What follows belongs to an exercise in optimizing a design on an open flow for small area and a short achievable clock period; a production flow would make more cautious choices. Only simulation tests tie the RTL to the original design; equivalence was not proved. No activity file was given, so power comes from the tool's default toggle rates.

## top
module top(clk,reset,a1,a2,a3,b1,b2,b3,c1,c2,c3,c4,c5,c6,c7,c8,c9);
 input wire clk,reset;
 input wire [7:0] a1,a2,a3,b1,b2,b3;
 output wire [16:0] c1,c2,c3,c4,c5,c6,c7,c8,c9;
 reg [7:0] a01n,a02n,a11n,a12n,a21n,a22n,b10n,b11n,b12n,b20n,b21n,b22n;
 reg [16:0] acc1,acc2,acc3,acc4,acc5,acc6,acc7,acc8,acc9;
 wire [16:0] n1,n2,n3,n4,n5,n6,n7,n8,n9;
 wire [7:0] a1n = ~a1, a2n = ~a2, a3n = ~a3, b1n = ~b1, b2n = ~b2, b3n = ~b3;
 mac_in  m1 (.an(a1n),  .bn(b1n),  .acc(acc1), .reset(reset), .nxt(n1));
 mac_in  m2 (.an(a01n), .bn(b2n),  .acc(acc2), .reset(reset), .nxt(n2));
 mac_in  m3 (.an(a02n), .bn(b3n),  .acc(acc3), .reset(reset), .nxt(n3));
 mac_in  m4 (.an(a2n),  .bn(b10n), .acc(acc4), .reset(reset), .nxt(n4));
 mac_reg m5 (.an(a11n), .bn(b11n), .acc(acc5), .reset(reset), .nxt(n5));
 mac_reg m6 (.an(a12n), .bn(b12n), .acc(acc6), .reset(reset), .nxt(n6));
 mac_in  m7 (.an(a3n),  .bn(b20n), .acc(acc7), .reset(reset), .nxt(n7));
 mac_reg m8 (.an(a21n), .bn(b21n), .acc(acc8), .reset(reset), .nxt(n8));
 mac_reg m9 (.an(a22n), .bn(b22n), .acc(acc9), .reset(reset), .nxt(n9));
 always @(posedge clk) begin
    if (reset) begin
      a01n <= 8'hff; a02n <= 8'hff; a11n <= 8'hff; a12n <= 8'hff; a21n <= 8'hff; a22n <= 8'hff;
      b10n <= 8'hff; b11n <= 8'hff; b12n <= 8'hff; b20n <= 8'hff; b21n <= 8'hff; b22n <= 8'hff;
    end
    else begin
      a01n <= ~a1; a02n <= a01n; a11n <= ~a2; a12n <= a11n; a21n <= ~a3; a22n <= a21n;
      b10n <= ~b1; b20n <= b10n; b11n <= ~b2; b21n <= b11n; b12n <= ~b3; b22n <= b12n;
    end
  ...
Size: ~2800 cells after synthesis, about 250 flip-flops, about 200 I/O pins.
==> flow/config.mk <==
export PLATFORM = sky130hd
export DESIGN_NAME = top
export DESIGN_NICKNAME = top
export VERILOG_FILES = /design/flow/design.v
export SDC_FILE = /design/flow/constraint.sdc
export NUM_CORES = 4
export LEC_CHECK = 0
export CAP_MARGIN = 20
export CORE_MARGIN = 2
export CORE_UTILIZATION = 40
export SETUP_SLACK_MARGIN = 2.1
export SLEW_MARGIN = 20
export SYNTH_HIERARCHICAL = 1
==> flow/constraint.sdc <==
create_clock -name core_clock -period 6.0 [get_ports {clk}]
set_input_delay 1.2000 -clock core_clock [delete_from_list [all_inputs] [get_ports {clk}]]
set_output_delay 1.2000 -clock core_clock [all_outputs]
set_load 0.01 [all_outputs]
standard.sh (not shown) runs the stock make flow with config.mk's settings and CLKGATE_MAP_FILE= SYNTH_SCRIPT=/design/flow/synth_recipe.tcl, a recipe that flattens the netlist after the stock synthesis.
==> flow/flow/run.sh <==
#!/bin/bash
# Standard ORFS layout with buf_1 port buffers (input ones then upsized) and
# no CTS dummy loads.
set -euo pipefail
export BUFFER_PORTS_ARGS="-buffer_cell sky130_fd_sc_hd__buf_1"
export POST_GLOBAL_PLACE_TCL="$(pwd)/flow/post_gpl.tcl"
export CTS_ARGS="-sink_clustering_enable -repair_clock_nets -dont_use_dummy_load -buf_list sky130_fd_sc_hd__clkbuf_8"
export SETUP_MOVE_SEQUENCE="sizeup,swap"
bash standard.sh > standard_flow.log 2>&1
==> flow/flow/post_gpl.tcl <==
# Port buffers are inserted as buf_1; the input ones each drive a PE's partial
# products, so they get a stronger buffer, and so do the inverters they drive.
foreach inst [get_cells input*] {
  replace_cell $inst sky130_fd_sc_hd__buf_4
  foreach pin [get_pins -of_objects [get_nets -of_objects [get_pins [get_full_name $inst]/X]] -filter "direction == input"] {
    set c [get_cells -of_objects $pin]
    if {[get_property $c ref_name] == "sky130_fd_sc_hd__inv_1"} {
      replace_cell $c sky130_fd_sc_hd__inv_4
    }
  }
}
Edit:
--- a/flow/flow/run.sh
+++ b/flow/flow/run.sh
@@ -8 +7,0 @@
-export SETUP_MOVE_SEQUENCE="sizeup,swap"
==> flow/flow/post_gpl.tcl (replaced) <==
# Port buffers are inserted as buf_1; the input ones each drive a PE's partial
# products, so they get a stronger buffer.
foreach inst [get_cells input*] {
  replace_cell $inst sky130_fd_sc_hd__buf_4
}
- SETUP_SLACK_MARGIN: 2.1 -> default
What happened:
- cell count is about the same
- first-iteration DRC count grows by 4.5%
- critical path depth goes down by 2
Edit:
--- a/flow/flow/run.sh
+++ b/flow/flow/run.sh
@@ -7,0 +8 @@
+export SETUP_MOVE_SEQUENCE="sizeup,swap"
--- a/flow/flow/post_gpl.tcl
+++ b/flow/flow/post_gpl.tcl
@@ -2 +2 @@
-# products, so they get a stronger buffer.
+# products, so they get a stronger buffer, and so do the inverters they drive.
@@ -4,0 +5,6 @@
+  foreach pin [get_pins -of_objects [get_nets -of_objects [get_pins [get_full_name $inst]/X]] -filter "direction == input"] {
+    set c [get_cells -of_objects $pin]
+    if {[get_property $c ref_name] == "sky130_fd_sc_hd__inv_1"} {
+      replace_cell $c sky130_fd_sc_hd__inv_4
+    }
+  }
- SETUP_SLACK_MARGIN: default -> 1.85
Final area grows by a few percent.
Power grows by a few percent.
Combinational power grows by a few percent.
Maximum frequency grows by a little under a tenth.
Hold slack is better by 17 ps.
Sequential power hardly moves.
Edit:
--- a/flow/flow/run.sh
+++ b/flow/flow/run.sh
@@ -8 +7,0 @@
-export SETUP_MOVE_SEQUENCE="sizeup,swap"
--- a/flow/flow/post_gpl.tcl
+++ b/flow/flow/post_gpl.tcl
@@ -5 +5 @@
-  foreach pin [get_pins -of_objects [get_nets -of_objects [get_pins [get_full_name $inst]/X]] -filter "direction == input"] {
+  foreach pin [get_pins -of_objects [get_nets -of_objects [get_pins $inst/X]] -filter "direction == input"] {
- SETUP_SLACK_MARGIN: 1.85 -> default
Global-route usage hardly moves.
Utilization decreases by 1.2 points.
Via count increases by 0.71%.
Combinational power decreases by about 6%.
Final area decreases by 2.6%.
Cell count hardly moves.
Sequential share of layout area increases by 0.30 points.
Power decreases by 3.3%.

what the ideal ports hide:
Ports are ideal in the flow. The routed layouts listed here were re-timed in OpenROAD. Step 1 (the two cells are an assumption about what drives the block):
set clk [get_ports {clk}]
set_driving_cell -lib_cell sky130_fd_sc_hd__clkbuf_16 $clk
set_driving_cell -lib_cell sky130_fd_sc_hd__buf_2 [delete_from_list [all_inputs] $clk]
Step 2 also shifts input and output timing later by t, the mid clock arrival at the registers, as if the neighbouring blocks saw the same clock. Slacks: ideal / step 1 / step 2; pairs: ideal / step 1.
| run | t (ns) | setup WS [ns] | latest minus earliest clock arrival (ns) | worst register clock-pin slew, ns |
|---|---|---|---|---|
| the first run | 0.660 | 2.012 / 2.016 / 1.356 | 0.089 / 0.089 | 0.06 / 0.06 |
| the second run | 0.689 | 1.688 / 1.716 / 1.027 | 0.056 / 0.056 | 0.06 / 0.06 |
| the third run | 0.682 | 2.004 / 2.034 / 1.352 | 0.046 / 0.046 | 0.07 / 0.07 |
| the fourth run | 0.689 | 1.688 / 1.716 / 1.027 | 0.056 / 0.056 | 0.06 / 0.06 |
After both steps every run listed still meets setup and hold.
